This design comes from an exercise in tuning for small area, a short achievable clock period and few clock cycles per item on the open sky130 flow, not from production work. For this run, only the layout was checked, not whether the RTL still works. Power figures rest on the tool's default switching activity, not on a simulated workload.

`design.v`:
```
module melendez_mult (rst, clk, multiplier, multiplicand, product, done);
  input rst, clk;
  input [31:0] multiplier, multiplicand;
  output [63:0] product;
  output done;
  reg [2:0] cnt;           
  reg done_q;                   
  reg first_q;                  
  reg [3:0] dig_q;           
  reg [31:0] s_q;           
  reg [30:0] c_q;           
  reg [3:0] pa_q;           
  reg [3:0] pb_q;           
  reg lc_q;                     
  reg [27:0] lo_q;          
  assign done = done_q;
  wire [31:0] mpad = multiplier;
  wire [3:0] dig = first_q ? multiplier[3:0] : dig_q;
  reg [3:0] dig_next;
  always @(*)
    case (cnt)
      0: dig_next = mpad[7:4];
      1: dig_next = mpad[11:8];
      2: dig_next = mpad[15:12];
      3: dig_next = mpad[19:16];
      4: dig_next = mpad[23:20];
      5: dig_next = mpad[27:24];
      6: dig_next = mpad[31:28];
      default: dig_next = 4'd0;
    endcase
  wire [31:0] s_in = s_q & {32{~first_q}};
  wire [30:0] c_in = c_q & {31{~first_q}};
  wire [31:0] pp0 = multiplicand & {32{dig[0]}};
  wire [31:0] pp1 = multiplicand & {32{dig[1]}};
  wire [31:0] pp2 = multiplicand & {32{dig[2]}};
  wire [31:0] pp3 = multiplicand & {32{dig[3]}};
  wire hs1;
  wire hc2;
  wire fs3;
  wire fc4;
  wire hs5;
  wire hc6;
  wire fs7;
  wire fc8;
  wire fs9;
  wire fc10;
  wire fs11;
  wire fc12;
  wire fs13;
  wire fc14;
  wire fs15;
  wire fc16;
  wire fs17;
  wire fc18;
  wire fs19;
  wire fc20;
  wire fs21;
  wire fc22;
  wire fs23;
  wire fc24;
  wire fs25;
  wire fc26;
  wire fs27;
  wire fc28;
  wire fs29;
  wire fc30;
  wire fs31;
  wire fc32;
  wire fs33;
  wire fc34;
  wire fs35;
  wire fc36;
  wire fs37;
  wire fc38;
  wire fs39;
  wire fc40;
  wire fs41;
  wire fc42;
  wire fs43;
  wire fc44;
  wire fs45;
  wire fc46;
  wire fs47;
  wire fc48;
  wire fs49;
  wire fc50;
  wire fs51;
  wire fc52;
  wire fs53;
  wire fc54;
  wire fs55;
  wire fc56;
  wire fs57;
  wire fc58;
  wire fs59;
  wire fc60;
  wire fs61;
  wire fc62;
  wire fs63;
  wire fc64;
  wire fs65;
  wire fc66;
  wire fs67;
  wire fc68;
  wire fs69;
  wire fc70;
  wire fs71;
  wire fc72;
  wire fs73;
  wire fc74;
  wire fs75;
  wire fc76;
  wire fs77;
  wire fc78;
  wire fs79;
  wire fc80;
  wire fs81;
  wire fc82;
  wire fs83;
  wire fc84;
  wire fs85;
  wire fc86;
  wire fs87;
  wire fc88;
  wire fs89;
  wire fc90;
  wire fs91;
  wire fc92;
  wire fs93;
  wire fc94;
  wire fs95;
  wire fc96;
  wire fs97;
  wire fc98;
  wire fs99;
  wire fc100;
  wire fs101;
  wire fc102;
  wire fs103;
  wire fc104;
  wire fs105;
  wire fc106;
  wire fs107;
  wire fc108;
  wire fs109;
  wire fc110;
  wire fs111;
  wire fc112;
  wire fs113;
  wire fc114;
  wire fs115;
  wire fc116;
  wire hs117;
  wire hc118;
  wire hs119;
  wire hc120;
  wire hs121;
  wire hc122;
  wire fs123;
  wire fc124;
  wire fs125;
  wire fc126;
  wire fs127;
  wire fc128;
  wire fs129;
  wire fc130;
  wire fs131;
  wire fc132;
  wire fs133;
  wire fc134;
  wire fs135;
  wire fc136;
  wire fs137;
  wire fc138;
  wire fs139;
  wire fc140;
  wire fs141;
  wire fc142;
  wire fs143;
  wire fc144;
  wire fs145;
  wire fc146;
  wire fs147;
  wire fc148;
  wire fs149;
  wire fc150;
  wire fs151;
  wire fc152;
  wire fs153;
  wire fc154;
  wire fs155;
  wire fc156;
  wire fs157;
  wire fc158;
  wire fs159;
  wire fc160;
  wire fs161;
  wire fc162;
  wire fs163;
  wire fc164;
  wire fs165;
  wire fc166;
  wire fs167;
  wire fc168;
  wire fs169;
  wire fc170;
  wire fs171;
  wire fc172;
  wire fs173;
  wire fc174;
  wire fs175;
  wire fc176;
  wire fs177;
  wire fc178;
  wire fs179;
  wire fc180;
  wire fs181;
  wire fc182;
  wire fs183;
  wire fc184;
  wire hs185;
  wire hc186;
  wire hs187;
  wire hc188;
  wire fs189;
  wire fc190;
  wire fs191;
  wire fc192;
  wire fs193;
  wire fc194;
  wire fs195;
  wire fc196;
  wire fs197;
  wire fc198;
  wire fs199;
  wire fc200;
  wire fs201;
  wire fc202;
  wire fs203;
  wire fc204;
  wire fs205;
  wire fc206;
  wire fs207;
  wire fc208;
  wire fs209;
  wire fc210;
  wire fs211;
  wire fc212;
  wire fs213;
  wire fc214;
  wire fs215;
  wire fc216;
  wire fs217;
  wire fc218;
  wire fs219;
  wire fc220;
  wire fs221;
  wire fc222;
  wire fs223;
  wire fc224;
  wire fs225;
  wire fc226;
  wire fs227;
  wire fc228;
  wire fs229;
  wire fc230;
  wire fs231;
  wire fc232;
  wire fs233;
  wire fc234;
  wire fs235;
  wire fc236;
  wire fs237;
  wire fc238;
  wire fs239;
  wire fc240;
  wire fs241;
  wire fc242;
  wire fs243;
  wire fc244;
  wire fs245;
  wire fc246;
  wire fs247;
  wire fc248;
  wire fs249;
  wire fc250;
  wire fs251;
  wire fc252;
  wire fs253;
  wire fc254;
  wire hs255;
  wire hc256;
  assign hs1 = s_in[2] ^ c_in[2];
  assign hc2 = s_in[2] & c_in[2];
  assign fs3 = s_in[3] ^ c_in[3] ^ pp0[3];
  assign fc4 = (s_in[3] & c_in[3]) | (s_in[3] & pp0[3]) | (c_in[3] & pp0[3]);
  assign hs5 = pp1[2] ^ pp2[1];
  assign hc6 = pp1[2] & pp2[1];
  assign fs7 = s_in[4] ^ c_in[4] ^ pp0[4];
  assign fc8 = (s_in[4] & c_in[4]) | (s_in[4] & pp0[4]) | (c_in[4] & pp0[4]);
  assign fs9 = pp1[3] ^ pp2[2] ^ pp3[1];
  assign fc10 = (pp1[3] & pp2[2]) | (pp1[3] & pp3[1]) | (pp2[2] & pp3[1]);
  assign fs11 = s_in[5] ^ c_in[5] ^ pp0[5];
  assign fc12 = (s_in[5] & c_in[5]) | (s_in[5] & pp0[5]) | (c_in[5] & pp0[5]);
  assign fs13 = pp1[4] ^ pp2[3] ^ pp3[2];
  assign fc14 = (pp1[4] & pp2[3]) | (pp1[4] & pp3[2]) | (pp2[3] & pp3[2]);
  assign fs15 = s_in[6] ^ c_in[6] ^ pp0[6];
  assign fc16 = (s_in[6] & c_in[6]) | (s_in[6] & pp0[6]) | (c_in[6] & pp0[6]);
  assign fs17 = pp1[5] ^ pp2[4] ^ pp3[3];
  assign fc18 = (pp1[5] & pp2[4]) | (pp1[5] & pp3[3]) | (pp2[4] & pp3[3]);
  assign fs19 = s_in[7] ^ c_in[7] ^ pp0[7];
  assign fc20 = (s_in[7] & c_in[7]) | (s_in[7] & pp0[7]) | (c_in[7] & pp0[7]);
  assign fs21 = pp1[6] ^ pp2[5] ^ pp3[4];
  assign fc22 = (pp1[6] & pp2[5]) | (pp1[6] & pp3[4]) | (pp2[5] & pp3[4]);
  assign fs23 = s_in[8] ^ c_in[8] ^ pp0[8];
  assign fc24 = (s_in[8] & c_in[8]) | (s_in[8] & pp0[8]) | (c_in[8] & pp0[8]);
  assign fs25 = pp1[7] ^ pp2[6] ^ pp3[5];
  assign fc26 = (pp1[7] & pp2[6]) | (pp1[7] & pp3[5]) | (pp2[6] & pp3[5]);
  assign fs27 = s_in[9] ^ c_in[9] ^ pp0[9];
  assign fc28 = (s_in[9] & c_in[9]) | (s_in[9] & pp0[9]) | (c_in[9] & pp0[9]);
  assign fs29 = pp1[8] ^ pp2[7] ^ pp3[6];
  assign fc30 = (pp1[8] & pp2[7]) | (pp1[8] & pp3[6]) | (pp2[7] & pp3[6]);
  assign fs31 = s_in[10] ^ c_in[10] ^ pp0[10];
  assign fc32 = (s_in[10] & c_in[10]) | (s_in[10] & pp0[10]) | (c_in[10] & pp0[10]);
  assign fs33 = pp1[9] ^ pp2[8] ^ pp3[7];
  assign fc34 = (pp1[9] & pp2[8]) | (pp1[9] & pp3[7]) | (pp2[8] & pp3[7]);
  assign fs35 = s_in[11] ^ c_in[11] ^ pp0[11];
  assign fc36 = (s_in[11] & c_in[11]) | (s_in[11] & pp0[11]) | (c_in[11] & pp0[11]);
  assign fs37 = pp1[10] ^ pp2[9] ^ pp3[8];
  assign fc38 = (pp1[10] & pp2[9]) | (pp1[10] & pp3[8]) | (pp2[9] & pp3[8]);
  assign fs39 = s_in[12] ^ c_in[12] ^ pp0[12];
  assign fc40 = (s_in[12] & c_in[12]) | (s_in[12] & pp0[12]) | (c_in[12] & pp0[12]);
  assign fs41 = pp1[11] ^ pp2[10] ^ pp3[9];
  assign fc42 = (pp1[11] & pp2[10]) | (pp1[11] & pp3[9]) | (pp2[10] & pp3[9]);
  assign fs43 = s_in[13] ^ c_in[13] ^ pp0[13];
  assign fc44 = (s_in[13] & c_in[13]) | (s_in[13] & pp0[13]) | (c_in[13] & pp0[13]);
  assign fs45 = pp1[12] ^ pp2[11] ^ pp3[10];
  assign fc46 = (pp1[12] & pp2[11]) | (pp1[12] & pp3[10]) | (pp2[11] & pp3[10]);
  assign fs47 = s_in[14] ^ c_in[14] ^ pp0[14];
  assign fc48 = (s_in[14] & c_in[14]) | (s_in[14] & pp0[14]) | (c_in[14] & pp0[14]);
  assign fs49 = pp1[13] ^ pp2[12] ^ pp3[11];
  assign fc50 = (pp1[13] & pp2[12]) | (pp1[13] & pp3[11]) | (pp2[12] & pp3[11]);
  assign fs51 = s_in[15] ^ c_in[15] ^ pp0[15];
  assign fc52 = (s_in[15] & c_in[15]) | (s_in[15] & pp0[15]) | (c_in[15] & pp0[15]);
  assign fs53 = pp1[14] ^ pp2[13] ^ pp3[12];
  assign fc54 = (pp1[14] & pp2[13]) | (pp1[14] & pp3[12]) | (pp2[13] & pp3[12]);
  assign fs55 = s_in[16] ^ c_in[16] ^ pp0[16];
  assign fc56 = (s_in[16] & c_in[16]) | (s_in[16] & pp0[16]) | (c_in[16] & pp0[16]);
  assign fs57 = pp1[15] ^ pp2[14] ^ pp3[13];
  assign fc58 = (pp1[15] & pp2[14]) | (pp1[15] & pp3[13]) | (pp2[14] & pp3[13]);
  assign fs59 = s_in[17] ^ c_in[17] ^ pp0[17];
  assign fc60 = (s_in[17] & c_in[17]) | (s_in[17] & pp0[17]) | (c_in[17] & pp0[17]);
  assign fs61 = pp1[16] ^ pp2[15] ^ pp3[14];
  assign fc62 = (pp1[16] & pp2[15]) | (pp1[16] & pp3[14]) | (pp2[15] & pp3[14]);
  assign fs63 = s_in[18] ^ c_in[18] ^ pp0[18];
  assign fc64 = (s_in[18] & c_in[18]) | (s_in[18] & pp0[18]) | (c_in[18] & pp0[18]);
  assign fs65 = pp1[17] ^ pp2[16] ^ pp3[15];
  assign fc66 = (pp1[17] & pp2[16]) | (pp1[17] & pp3[15]) | (pp2[16] & pp3[15]);
  assign fs67 = s_in[19] ^ c_in[19] ^ pp0[19];
  assign fc68 = (s_in[19] & c_in[19]) | (s_in[19] & pp0[19]) | (c_in[19] & pp0[19]);
  assign fs69 = pp1[18] ^ pp2[17] ^ pp3[16];
  assign fc70 = (pp1[18] & pp2[17]) | (pp1[18] & pp3[16]) | (pp2[17] & pp3[16]);
  assign fs71 = s_in[20] ^ c_in[20] ^ pp0[20];
  assign fc72 = (s_in[20] & c_in[20]) | (s_in[20] & pp0[20]) | (c_in[20] & pp0[20]);
  assign fs73 = pp1[19] ^ pp2[18] ^ pp3[17];
  assign fc74 = (pp1[19] & pp2[18]) | (pp1[19] & pp3[17]) | (pp2[18] & pp3[17]);
  assign fs75 = s_in[21] ^ c_in[21] ^ pp0[21];
  assign fc76 = (s_in[21] & c_in[21]) | (s_in[21] & pp0[21]) | (c_in[21] & pp0[21]);
  assign fs77 = pp1[20] ^ pp2[19] ^ pp3[18];
  assign fc78 = (pp1[20] & pp2[19]) | (pp1[20] & pp3[18]) | (pp2[19] & pp3[18]);
  assign fs79 = s_in[22] ^ c_in[22] ^ pp0[22];
  assign fc80 = (s_in[22] & c_in[22]) | (s_in[22] & pp0[22]) | (c_in[22] & pp0[22]);
  assign fs81 = pp1[21] ^ pp2[20] ^ pp3[19];
  assign fc82 = (pp1[21] & pp2[20]) | (pp1[21] & pp3[19]) | (pp2[20] & pp3[19]);
  assign fs83 = s_in[23] ^ c_in[23] ^ pp0[23];
  assign fc84 = (s_in[23] & c_in[23]) | (s_in[23] & pp0[23]) | (c_in[23] & pp0[23]);
  assign fs85 = pp1[22] ^ pp2[21] ^ pp3[20];
  assign fc86 = (pp1[22] & pp2[21]) | (pp1[22] & pp3[20]) | (pp2[21] & pp3[20]);
  assign fs87 = s_in[24] ^ c_in[24] ^ pp0[24];
  assign fc88 = (s_in[24] & c_in[24]) | (s_in[24] & pp0[24]) | (c_in[24] & pp0[24]);
  assign fs89 = pp1[23] ^ pp2[22] ^ pp3[21];
  assign fc90 = (pp1[23] & pp2[22]) | (pp1[23] & pp3[21]) | (pp2[22] & pp3[21]);
  assign fs91 = s_in[25] ^ c_in[25] ^ pp0[25];
  assign fc92 = (s_in[25] & c_in[25]) | (s_in[25] & pp0[25]) | (c_in[25] & pp0[25]);
  assign fs93 = pp1[24] ^ pp2[23] ^ pp3[22];
  assign fc94 = (pp1[24] & pp2[23]) | (pp1[24] & pp3[22]) | (pp2[23] & pp3[22]);
  assign fs95 = s_in[26] ^ c_in[26] ^ pp0[26];
  assign fc96 = (s_in[26] & c_in[26]) | (s_in[26] & pp0[26]) | (c_in[26] & pp0[26]);
  assign fs97 = pp1[25] ^ pp2[24] ^ pp3[23];
  assign fc98 = (pp1[25] & pp2[24]) | (pp1[25] & pp3[23]) | (pp2[24] & pp3[23]);
  assign fs99 = s_in[27] ^ c_in[27] ^ pp0[27];
  assign fc100 = (s_in[27] & c_in[27]) | (s_in[27] & pp0[27]) | (c_in[27] & pp0[27]);
  assign fs101 = pp1[26] ^ pp2[25] ^ pp3[24];
  assign fc102 = (pp1[26] & pp2[25]) | (pp1[26] & pp3[24]) | (pp2[25] & pp3[24]);
  assign fs103 = s_in[28] ^ c_in[28] ^ pp0[28];
  assign fc104 = (s_in[28] & c_in[28]) | (s_in[28] & pp0[28]) | (c_in[28] & pp0[28]);
  assign fs105 = pp1[27] ^ pp2[26] ^ pp3[25];
  assign fc106 = (pp1[27] & pp2[26]) | (pp1[27] & pp3[25]) | (pp2[26] & pp3[25]);
  assign fs107 = s_in[29] ^ c_in[29] ^ pp0[29];
  assign fc108 = (s_in[29] & c_in[29]) | (s_in[29] & pp0[29]) | (c_in[29] & pp0[29]);
  assign fs109 = pp1[28] ^ pp2[27] ^ pp3[26];
  assign fc110 = (pp1[28] & pp2[27]) | (pp1[28] & pp3[26]) | (pp2[27] & pp3[26]);
  assign fs111 = s_in[30] ^ c_in[30] ^ pp0[30];
  assign fc112 = (s_in[30] & c_in[30]) | (s_in[30] & pp0[30]) | (c_in[30] & pp0[30]);
  assign fs113 = pp1[29] ^ pp2[28] ^ pp3[27];
  assign fc114 = (pp1[29] & pp2[28]) | (pp1[29] & pp3[27]) | (pp2[28] & pp3[27]);
  assign fs115 = s_in[31] ^ pp0[31] ^ pp1[30];
  assign fc116 = (s_in[31] & pp0[31]) | (s_in[31] & pp1[30]) | (pp0[31] & pp1[30]);
  assign hs117 = pp2[29] ^ pp3[28];
  assign hc118 = pp2[29] & pp3[28];
  assign hs119 = pp1[31] ^ pp2[30];
  assign hc120 = pp1[31] & pp2[30];
  assign hs121 = s_in[1] ^ c_in[1];
  assign hc122 = s_in[1] & c_in[1];
  assign fs123 = pp0[2] ^ pp1[1] ^ pp2[0];
  assign fc124 = (pp0[2] & pp1[1]) | (pp0[2] & pp2[0]) | (pp1[1] & pp2[0]);
  assign fs125 = pp3[0] ^ fs3 ^ hs5;
  assign fc126 = (pp3[0] & fs3) | (pp3[0] & hs5) | (fs3 & hs5);
  assign fs127 = fs7 ^ fs9 ^ fc4;
  assign fc128 = (fs7 & fs9) | (fs7 & fc4) | (fs9 & fc4);
  assign fs129 = fs11 ^ fs13 ^ fc8;
  assign fc130 = (fs11 & fs13) | (fs11 & fc8) | (fs13 & fc8);
  assign fs131 = fs15 ^ fs17 ^ fc12;
  assign fc132 = (fs15 & fs17) | (fs15 & fc12) | (fs17 & fc12);
  assign fs133 = fs19 ^ fs21 ^ fc16;
  assign fc134 = (fs19 & fs21) | (fs19 & fc16) | (fs21 & fc16);
  assign fs135 = fs23 ^ fs25 ^ fc20;
  assign fc136 = (fs23 & fs25) | (fs23 & fc20) | (fs25 & fc20);
  assign fs137 = fs27 ^ fs29 ^ fc24;
  assign fc138 = (fs27 & fs29) | (fs27 & fc24) | (fs29 & fc24);
  assign fs139 = fs31 ^ fs33 ^ fc28;
  assign fc140 = (fs31 & fs33) | (fs31 & fc28) | (fs33 & fc28);
  assign fs141 = fs35 ^ fs37 ^ fc32;
  assign fc142 = (fs35 & fs37) | (fs35 & fc32) | (fs37 & fc32);
  assign fs143 = fs39 ^ fs41 ^ fc36;
  assign fc144 = (fs39 & fs41) | (fs39 & fc36) | (fs41 & fc36);
  assign fs145 = fs43 ^ fs45 ^ fc40;
  assign fc146 = (fs43 & fs45) | (fs43 & fc40) | (fs45 & fc40);
  assign fs147 = fs47 ^ fs49 ^ fc44;
  assign fc148 = (fs47 & fs49) | (fs47 & fc44) | (fs49 & fc44);
  assign fs149 = fs51 ^ fs53 ^ fc48;
  assign fc150 = (fs51 & fs53) | (fs51 & fc48) | (fs53 & fc48);
  assign fs151 = fs55 ^ fs57 ^ fc52;
  assign fc152 = (fs55 & fs57) | (fs55 & fc52) | (fs57 & fc52);
  assign fs153 = fs59 ^ fs61 ^ fc56;
  assign fc154 = (fs59 & fs61) | (fs59 & fc56) | (fs61 & fc56);
  assign fs155 = fs63 ^ fs65 ^ fc60;
  assign fc156 = (fs63 & fs65) | (fs63 & fc60) | (fs65 & fc60);
  assign fs157 = fs67 ^ fs69 ^ fc64;
  assign fc158 = (fs67 & fs69) | (fs67 & fc64) | (fs69 & fc64);
  assign fs159 = fs71 ^ fs73 ^ fc68;
  assign fc160 = (fs71 & fs73) | (fs71 & fc68) | (fs73 & fc68);
  assign fs161 = fs75 ^ fs77 ^ fc72;
  assign fc162 = (fs75 & fs77) | (fs75 & fc72) | (fs77 & fc72);
  assign fs163 = fs79 ^ fs81 ^ fc76;
  assign fc164 = (fs79 & fs81) | (fs79 & fc76) | (fs81 & fc76);
  assign fs165 = fs83 ^ fs85 ^ fc80;
  assign fc166 = (fs83 & fs85) | (fs83 & fc80) | (fs85 & fc80);
  assign fs167 = fs87 ^ fs89 ^ fc84;
  assign fc168 = (fs87 & fs89) | (fs87 & fc84) | (fs89 & fc84);
  assign fs169 = fs91 ^ fs93 ^ fc88;
  assign fc170 = (fs91 & fs93) | (fs91 & fc88) | (fs93 & fc88);
  assign fs171 = fs95 ^ fs97 ^ fc92;
  assign fc172 = (fs95 & fs97) | (fs95 & fc92) | (fs97 & fc92);
  assign fs173 = fs99 ^ fs101 ^ fc96;
  assign fc174 = (fs99 & fs101) | (fs99 & fc96) | (fs101 & fc96);
  assign fs175 = fs103 ^ fs105 ^ fc100;
  assign fc176 = (fs103 & fs105) | (fs103 & fc100) | (fs105 & fc100);
  assign fs177 = fs107 ^ fs109 ^ fc104;
  assign fc178 = (fs107 & fs109) | (fs107 & fc104) | (fs109 & fc104);
  assign fs179 = fs111 ^ fs113 ^ fc108;
  assign fc180 = (fs111 & fs113) | (fs111 & fc108) | (fs113 & fc108);
  assign fs181 = fs115 ^ hs117 ^ fc112;
  assign fc182 = (fs115 & hs117) | (fs115 & fc112) | (hs117 & fc112);
  assign fs183 = pp3[29] ^ hs119 ^ fc116;
  assign fc184 = (pp3[29] & hs119) | (pp3[29] & fc116) | (hs119 & fc116);
  assign hs185 = pp2[31] ^ pp3[30];
  assign hc186 = pp2[31] & pp3[30];
  assign hs187 = s_in[0] ^ c_in[0];
  assign hc188 = s_in[0] & c_in[0];
  assign fs189 = pp0[1] ^ pp1[0] ^ hs121;
  assign fc190 = (pp0[1] & pp1[0]) | (pp0[1] & hs121) | (pp1[0] & hs121);
  assign fs191 = hs1 ^ fs123 ^ hc122;
  assign fc192 = (hs1 & fs123) | (hs1 & hc122) | (fs123 & hc122);
  assign fs193 = hc2 ^ fs125 ^ fc124;
  assign fc194 = (hc2 & fs125) | (hc2 & fc124) | (fs125 & fc124);
  assign fs195 = hc6 ^ fs127 ^ fc126;
  assign fc196 = (hc6 & fs127) | (hc6 & fc126) | (fs127 & fc126);
  assign fs197 = fc10 ^ fs129 ^ fc128;
  assign fc198 = (fc10 & fs129) | (fc10 & fc128) | (fs129 & fc128);
  assign fs199 = fc14 ^ fs131 ^ fc130;
  assign fc200 = (fc14 & fs131) | (fc14 & fc130) | (fs131 & fc130);
  assign fs201 = fc18 ^ fs133 ^ fc132;
  assign fc202 = (fc18 & fs133) | (fc18 & fc132) | (fs133 & fc132);
  assign fs203 = fc22 ^ fs135 ^ fc134;
  assign fc204 = (fc22 & fs135) | (fc22 & fc134) | (fs135 & fc134);
  assign fs205 = fc26 ^ fs137 ^ fc136;
  assign fc206 = (fc26 & fs137) | (fc26 & fc136) | (fs137 & fc136);
  assign fs207 = fc30 ^ fs139 ^ fc138;
  assign fc208 = (fc30 & fs139) | (fc30 & fc138) | (fs139 & fc138);
  assign fs209 = fc34 ^ fs141 ^ fc140;
  assign fc210 = (fc34 & fs141) | (fc34 & fc140) | (fs141 & fc140);
  assign fs211 = fc38 ^ fs143 ^ fc142;
  assign fc212 = (fc38 & fs143) | (fc38 & fc142) | (fs143 & fc142);
  assign fs213 = fc42 ^ fs145 ^ fc144;
  assign fc214 = (fc42 & fs145) | (fc42 & fc144) | (fs145 & fc144);
  assign fs215 = fc46 ^ fs147 ^ fc146;
  assign fc216 = (fc46 & fs147) | (fc46 & fc146) | (fs147 & fc146);
  assign fs217 = fc50 ^ fs149 ^ fc148;
  assign fc218 = (fc50 & fs149) | (fc50 & fc148) | (fs149 & fc148);
  assign fs219 = fc54 ^ fs151 ^ fc150;
  assign fc220 = (fc54 & fs151) | (fc54 & fc150) | (fs151 & fc150);
  assign fs221 = fc58 ^ fs153 ^ fc152;
  assign fc222 = (fc58 & fs153) | (fc58 & fc152) | (fs153 & fc152);
  assign fs223 = fc62 ^ fs155 ^ fc154;
  assign fc224 = (fc62 & fs155) | (fc62 & fc154) | (fs155 & fc154);
  assign fs225 = fc66 ^ fs157 ^ fc156;
  assign fc226 = (fc66 & fs157) | (fc66 & fc156) | (fs157 & fc156);
  assign fs227 = fc70 ^ fs159 ^ fc158;
  assign fc228 = (fc70 & fs159) | (fc70 & fc158) | (fs159 & fc158);
  assign fs229 = fc74 ^ fs161 ^ fc160;
  assign fc230 = (fc74 & fs161) | (fc74 & fc160) | (fs161 & fc160);
  assign fs231 = fc78 ^ fs163 ^ fc162;
  assign fc232 = (fc78 & fs163) | (fc78 & fc162) | (fs163 & fc162);
  assign fs233 = fc82 ^ fs165 ^ fc164;
  assign fc234 = (fc82 & fs165) | (fc82 & fc164) | (fs165 & fc164);
  assign fs235 = fc86 ^ fs167 ^ fc166;
  assign fc236 = (fc86 & fs167) | (fc86 & fc166) | (fs167 & fc166);
  assign fs237 = fc90 ^ fs169 ^ fc168;
  assign fc238 = (fc90 & fs169) | (fc90 & fc168) | (fs169 & fc168);
  assign fs239 = fc94 ^ fs171 ^ fc170;
  assign fc240 = (fc94 & fs171) | (fc94 & fc170) | (fs171 & fc170);
  assign fs241 = fc98 ^ fs173 ^ fc172;
  assign fc242 = (fc98 & fs173) | (fc98 & fc172) | (fs173 & fc172);
  assign fs243 = fc102 ^ fs175 ^ fc174;
  assign fc244 = (fc102 & fs175) | (fc102 & fc174) | (fs175 & fc174);
  assign fs245 = fc106 ^ fs177 ^ fc176;
  assign fc246 = (fc106 & fs177) | (fc106 & fc176) | (fs177 & fc176);
  assign fs247 = fc110 ^ fs179 ^ fc178;
  assign fc248 = (fc110 & fs179) | (fc110 & fc178) | (fs179 & fc178);
  assign fs249 = fc114 ^ fs181 ^ fc180;
  assign fc250 = (fc114 & fs181) | (fc114 & fc180) | (fs181 & fc180);
  assign fs251 = hc118 ^ fs183 ^ fc182;
  assign fc252 = (hc118 & fs183) | (hc118 & fc182) | (fs183 & fc182);
  assign fs253 = hc120 ^ hs185 ^ fc184;
  assign fc254 = (hc120 & hs185) | (hc120 & fc184) | (hs185 & fc184);
  assign hs255 = pp3[31] ^ hc186;
  assign hc256 = pp3[31] & hc186;
  wire [3:0] pa_new = {fs193, fs191, fs189, pp0[0]};
  wire [3:0] pb_new = {fc192, fc190, hc188, hs187};
  wire [31:0] s_new = {hc256, hs255, fs253, fs251, fs249, fs247, fs245, fs243, fs241, fs239, fs237, fs235, fs233, fs231, fs229, fs227, fs225, fs223, fs221, fs219, fs217, fs215, fs213, fs211, fs209, fs207, fs205, fs203, fs201, fs199, fs197, fs195};
  wire [31:0] c_new = {1'b0, fc254, fc252, fc250, fc248, fc246, fc244, fc242, fc240, fc238, fc236, fc234, fc232, fc230, fc228, fc226, fc224, fc222, fc220, fc218, fc216, fc214, fc212, fc210, fc208, fc206, fc204, fc202, fc200, fc198, fc196, fc194};
  wire [4:0] lo_sum = {pa_q[3], pa_q[2], pa_q[1], pa_q[0]} + {pb_q[3], pb_q[2], pb_q[1], pb_q[0]} + lc_q;
  wire [36:0] hi_a = {{s_q[31], s_q[30], s_q[29], s_q[28], s_q[27], s_q[26], s_q[25], s_q[24], s_q[23], s_q[22], s_q[21], s_q[20], s_q[19], s_q[18], s_q[17], s_q[16], s_q[15], s_q[14], s_q[13], s_q[12], s_q[11], s_q[10], s_q[9], s_q[8], s_q[7], s_q[6], s_q[5], s_q[4], s_q[3], s_q[2], s_q[1], s_q[0]}, {pa_q[3], pa_q[2], pa_q[1], pa_q[0]}, lc_q};
  wire [36:0] hi_b = {{1'b0, c_q[30], c_q[29], c_q[28], c_q[27], c_q[26], c_q[25], c_q[24], c_q[23], c_q[22], c_q[21], c_q[20], c_q[19], c_q[18], c_q[17], c_q[16], c_q[15], c_q[14], c_q[13], c_q[12], c_q[11], c_q[10], c_q[9], c_q[8], c_q[7], c_q[6], c_q[5], c_q[4], c_q[3], c_q[2], c_q[1], c_q[0]}, {pb_q[3], pb_q[2], pb_q[1], pb_q[0]}, lc_q};
  wire [36:0] hi_sum = hi_a + hi_b;
  assign product = {hi_sum[36:1], lo_q};
  always @(posedge clk) begin
    first_q <= rst;
    dig_q <= dig_next;
    if (rst) begin
      cnt <= 0;
      done_q <= 1'b0;
    end else if (!done_q) begin
      cnt <= cnt + 1'b1;
      done_q <= (cnt == 7);
    end
  end
  always @(posedge clk)
    if (!done_q) begin
      s_q[0] <= s_new[0];
      c_q[0] <= c_new[0];
      s_q[1] <= s_new[1];
      c_q[1] <= c_new[1];
      s_q[2] <= s_new[2];
      c_q[2] <= c_new[2];
      s_q[3] <= s_new[3];
      c_q[3] <= c_new[3];
      s_q[4] <= s_new[4];
      c_q[4] <= c_new[4];
      s_q[5] <= s_new[5];
      c_q[5] <= c_new[5];
      s_q[6] <= s_new[6];
      c_q[6] <= c_new[6];
      s_q[7] <= s_new[7];
      c_q[7] <= c_new[7];
      s_q[8] <= s_new[8];
      c_q[8] <= c_new[8];
      s_q[9] <= s_new[9];
      c_q[9] <= c_new[9];
      s_q[10] <= s_new[10];
      c_q[10] <= c_new[10];
      s_q[11] <= s_new[11];
      c_q[11] <= c_new[11];
      s_q[12] <= s_new[12];
      c_q[12] <= c_new[12];
      s_q[13] <= s_new[13];
      c_q[13] <= c_new[13];
      s_q[14] <= s_new[14];
      c_q[14] <= c_new[14];
      s_q[15] <= s_new[15];
      c_q[15] <= c_new[15];
      s_q[16] <= s_new[16];
      c_q[16] <= c_new[16];
      s_q[17] <= s_new[17];
      c_q[17] <= c_new[17];
      s_q[18] <= s_new[18];
      c_q[18] <= c_new[18];
      s_q[19] <= s_new[19];
      c_q[19] <= c_new[19];
      s_q[20] <= s_new[20];
      c_q[20] <= c_new[20];
      s_q[21] <= s_new[21];
      c_q[21] <= c_new[21];
      s_q[22] <= s_new[22];
      c_q[22] <= c_new[22];
      s_q[23] <= s_new[23];
      c_q[23] <= c_new[23];
      s_q[24] <= s_new[24];
      c_q[24] <= c_new[24];
      s_q[25] <= s_new[25];
      c_q[25] <= c_new[25];
      s_q[26] <= s_new[26];
      c_q[26] <= c_new[26];
      s_q[27] <= s_new[27];
      c_q[27] <= c_new[27];
      s_q[28] <= s_new[28];
      c_q[28] <= c_new[28];
      s_q[29] <= s_new[29];
      c_q[29] <= c_new[29];
      s_q[30] <= s_new[30];
      c_q[30] <= c_new[30];
      s_q[31] <= s_new[31];
      pa_q[0] <= pa_new[0];
      pb_q[0] <= pb_new[0];
      pa_q[1] <= pa_new[1];
      pb_q[1] <= pb_new[1];
      pa_q[2] <= pa_new[2];
      pb_q[2] <= pb_new[2];
      pa_q[3] <= pa_new[3];
      pb_q[3] <= pb_new[3];
      lc_q <= first_q ? 1'b0 : lo_sum[4];
      case (cnt)
        1: lo_q[3:0] <= lo_sum[3:0];
        2: lo_q[7:4] <= lo_sum[3:0];
        3: lo_q[11:8] <= lo_sum[3:0];
        4: lo_q[15:12] <= lo_sum[3:0];
        5: lo_q[19:16] <= lo_sum[3:0];
        6: lo_q[23:20] <= lo_sum[3:0];
        7: lo_q[27:24] <= lo_sum[3:0];
        default: ;
      endcase
    end
endmodule
```
`run.sh`:
```
#!/bin/bash
# synth_recipe.tcl (not shown) runs the flow's synth.tcl, then flattens the netlist and writes it again
# the make line also repeats each setting of config.mk as NAME=value (left out here)
make -C /OpenROAD-flow-scripts/flow DESIGN_CONFIG=/design/flow/config.mk WORK_HOME=/design/flow/orfs CLKGATE_MAP_FILE= SYNTH_SCRIPT=/design/flow/synth_recipe.tcl finish
```
`config.mk`:
```
export PLATFORM = sky130hd
export DESIGN_NAME = melendez_mult
export DESIGN_NICKNAME = melendez_mult
export VERILOG_FILES = /design/flow/design.v
export SDC_FILE = /design/flow/constraint.sdc
export NUM_CORES = 4
export LEC_CHECK = 0
export CAP_MARGIN = 20
export CORE_MARGIN = 2
export CORE_UTILIZATION = 40
export SLEW_MARGIN = 20
```
`constraint.sdc`:
```
create_clock -name core_clock -period 5.0 [get_ports {clk}]
set_input_delay 1.0000 -clock core_clock [delete_from_list [all_inputs] [get_ports {clk}]]
set_output_delay 1.0000 -clock core_clock [all_outputs]
set_load 0.01 [all_outputs]
```
==> summary.txt <==
## stage by stage
step | cell area (um^2) | power [mW]
after floorplan | 9960 | 4.44
after global placement | 11500 | 6.16
after detailed placement | 11500 | 6.19
after CTS | 11800 | 6.98
after global routing | 11800 | 7.56
final | 11800 | 6.89
## synthesized netlist by cell type, types with 3 or more instances
master	number	area share, %
a21oi_1	37	1.9
and3_1	12	0.75
xnor2_1	19	1.7
a31oi_1	4	0.25
edfxtp_1	100	30
o31ai_1	5	0.38
ha_1	49	6.2
mux2_2	3	0.34
a211o_1	4	0.35
xor2_1	11	0.97
nand3_1	7	0.35
nand2_1	110	4.1
a211oi_1	4	0.30
inv_1	161	6.1
buf_2	4	0.20
clkbuf_1	33	1.2
nor2_1	42	1.6
nor2b_1	97	6.1
o21ai_0	21	1.1
o21bai_1	9	0.68
and2_1	16	1.0
dfxtp_1	9	1.8
nand4_1	10	0.63
a222oi_1	8	0.80
o211ai_1	4	0.30
a21o_1	23	1.7
fa_1	122	25
buf_4	3	0.23
nand2b_1	7	0.44
nor3_1	4	0.20
## final timing paths
kind            from  slack, ns     endpoint  cells after the start
max           c_q[6]       0.29  product[61]                      9
min           cnt[1]       0.58       cnt[1]                      2
max reg2reg  first_q       1.27      s_q[19]                      6
min reg2reg   cnt[1]       0.58       cnt[1]                      2
## power groups by stage
stage | logic (mW) | registers [mW] | clock network [mW]
2_1_floorplan | 2.83 | 1.61 | 0
3_3_place_gp | 4.50 | 1.66 | 0
3_5_place_dp | 4.53 | 1.66 | 0
4_1_cts | 4.58 | 1.64 | 0.764
5_1_grt | 5.10 | 1.67 | 0.789
6_report | 4.50 | 1.64 | 0.742
## registers in the layout, indices dropped and copies added, names as in the netlist
register	cells
c_q	31
cnt	3
dig_q	4
done_q	1
first_q	1
lc_q	1
lo_q	28
pa_q	4
pb_q	4
s_q	32
## routing by layer
layer  share of wire (%)  vias up
met5                   0        -
met3                 4.9       15
met2                  49      165
met1                  45     3462
li1                    -     3403
met4                0.98        0
## cell families (layout without fill, tap and decap cells)
family                     after synthesis  in the layout  share of synthesized area [%]
and+or+nand+nor                        322            322                           16.5
buffers and inverters                  202            313                           7.85
adders and majority gates              171            171                           30.7
AOI/OAI and AO/OA                      141            141                           9.76
DFF                                    109            109                           32.0
xor gates and xnor gates                30             30                           2.64
muxes                                    5              5                          0.540
## cell usage in the layout, fill, tap and decap left out, types with 3 or more instances in the layout
master and n:
o211ai_1 4, nand2b_1 7, nand3_1 7, clkbuf_16 9, buf_4 6, xnor2_1 19, a21oi_1 37, nand2_1 110
nor3_1 4, inv_6 3, o21bai_1 9, and2_1 16, a31oi_1 4, a222oi_1 8, nand4_1 10, mux2_2 3
a21o_1 23, ha_1 49, o31ai_1 5, and3_1 12, fa_1 122, xor2_1 11, edfxtp_1 100, a211o_1 4
clkdlybuf4s50_1 130, a211oi_1 4, inv_1 160, o21ai_0 21, nor2_1 42, nor2b_1 97, dfxtp_1 8
## worst max-delay path, stage by stage, from the launching register on
cell and delay (ns):
edfxtp_1 0.38, ha_1 0.44, a21o_1 0.21, and3_1 0.19, a2111oi_0 0.38, o21bai_1 0.20, o21ai_0 0.30, a21oi_1 0.12
nor4b_1 0.50, clkdlybuf4s50_1 0.63
## final cells by class
| type | count | area [um^2] | area share [%] |
|---|---|---|---|
| inverter | 161 | 604 | 5.10 |
| clock buffer | 10 | 239 | 2.02 |
| multi-input combinational | 669 | 6000 | 50.7 |
| timing repair buffer | 136 | 1350 | 11.4 |
| tap | 324 | 405 | 3.42 |
| sequential | 109 | 3180 | 26.9 |
| clock inverter | 6 | 62.6 | 0.528 |
==> impl_metrics.ini <==
[synthesis]
syn_inst = 980
ys_ff_latch = 109
synthArstFlopShare_pct = 0
syn_nets = 1217
synth_edf_count = 100
synth_area_um2 = 9960
avgSynthCellArea_um2 = 10.2
synth_warnings = 1
synthFlopType = edfxtp_1
ys_seq_area_share_pct = 32.0
ys_types = 61

[clocking]
clock-sinks = 109
htreeDepth = 3
postCtsHoldBufs = 0
cts_resized = 0
cts_tree = built
cts_setup_buffers = 0
cts_root_buffer = clkbuf_16
clk_pin_slew_ns = 0.08
cts_buffer_depth = 2
cts_made_buffers = 9
clk_latency_ns = 0.37

[grt]
met3_usage_pct = 2.78
overflow = 0
grt_start_max_net_pins = 43
grt_pass1_wl_um = 38200
grt_busiest_layer = met2
grt.met1_usage_pct = 24.5
antenna_found_initial = 0
gr-usage-met2_pct = 32.7
grt_pass1_vias = 7447
grt_usage_pct = 18.6

[placed_design]
gp_congestion = 0.865
dp_slack_ns = 0.632
portBuffers = 130
dpl.hpwl_um = 18000
place_inst = 1399

[status]
status = timing/DRC/antenna clean

[worst_setup_path]
endpoint_kind = primary output
required_ns = 4.00
worstSetupStartpointType = register
path_class = register to primary output
cp.arrival_ns = 3.71
crit_fanout = 10

[detailed_routing]
via_per_inst = 4.98
final_antenna_net_count = 0
dr_total_vias = 7045
drc = 0
wl_um = 23300
first_pass_iters = 5
wl_per_cell_um = 16.5
drt_iter0_drc = 331

[sta]
setup-violations-final = 0
min_period_over_period_pct = 94.2
worst_slack_ns = 0.288
holdWs_ns = 0.583
tns_ns = 0
clock.fmax_ghz = 0.212
tightest_slew_ns = 0.891
max_slew_margin_pct = 40.6
fin_crit_ns = 4.71
drv_slew = 0
rsz0062_at_grt = false
hold_viol_final = 0
finClkSkew_ns = 0.00998

[power]
irDropWorstVdd_v = 0.000356
combinationalPowerShare_pct = 65.4
swShare_pct = 43.7
clkPwrFrac_pct = 10.8
power_frac_seq_pct = 23.8
intPower_mw = 3.88
power_leakage_nw = 5.33
p_switching_mw = 3.01
powerDensity_nw_per_um2 = 581

[floorplan]
io_pins = 131
row_count = 57
die_w_um = 162
die_area_um2 = 26200
start_util_pct = 40.8
core_area_um2 = 24400
dieHeight_um = 162

[job]
cap_violations = 0

[finish]
fin_util_pct = 48.6
n_fill_cell = 2315
diodes = 0
syn2layout_area_growth_pct = 19.0
finalNonFillerCells = 1415
nNetsFinal = 1323
drive_gt1_share_pct = 3.21

[hold_path]
hp-class = register to register

==> re-timing with driven ports <==
The results above use ideal ports. As a check the final layout listed here was re-extracted and re-timed, cells and wires unchanged. Step 1 (the two cells are an assumption about what drives the block):
set clk [get_ports {clk}]
set_driving_cell -lib_cell sky130_fd_sc_hd__clkbuf_16 $clk
set_driving_cell -lib_cell sky130_fd_sc_hd__buf_2 [delete_from_list [all_inputs] $clk]
Step 2, shift: input delay + t, output delay - t, t = (earliest + latest rising clock arrival at the registers) / 2. This alone moves slack from input paths to output paths. a / b / c = ideal / step 1 / step 2; a / b = the first two.
t, ns: 0.409
setup WS [ns]: 0.288 / 0.240 / 0.649
clock arrival spread, ns: 0.012 / 0.012
worst data-port slew with drivers (ns): 0.06
After both steps setup and hold are still met in this run. The setup slack of this run moves by -0.048 ns with the drivers and by +0.361 ns with both steps.
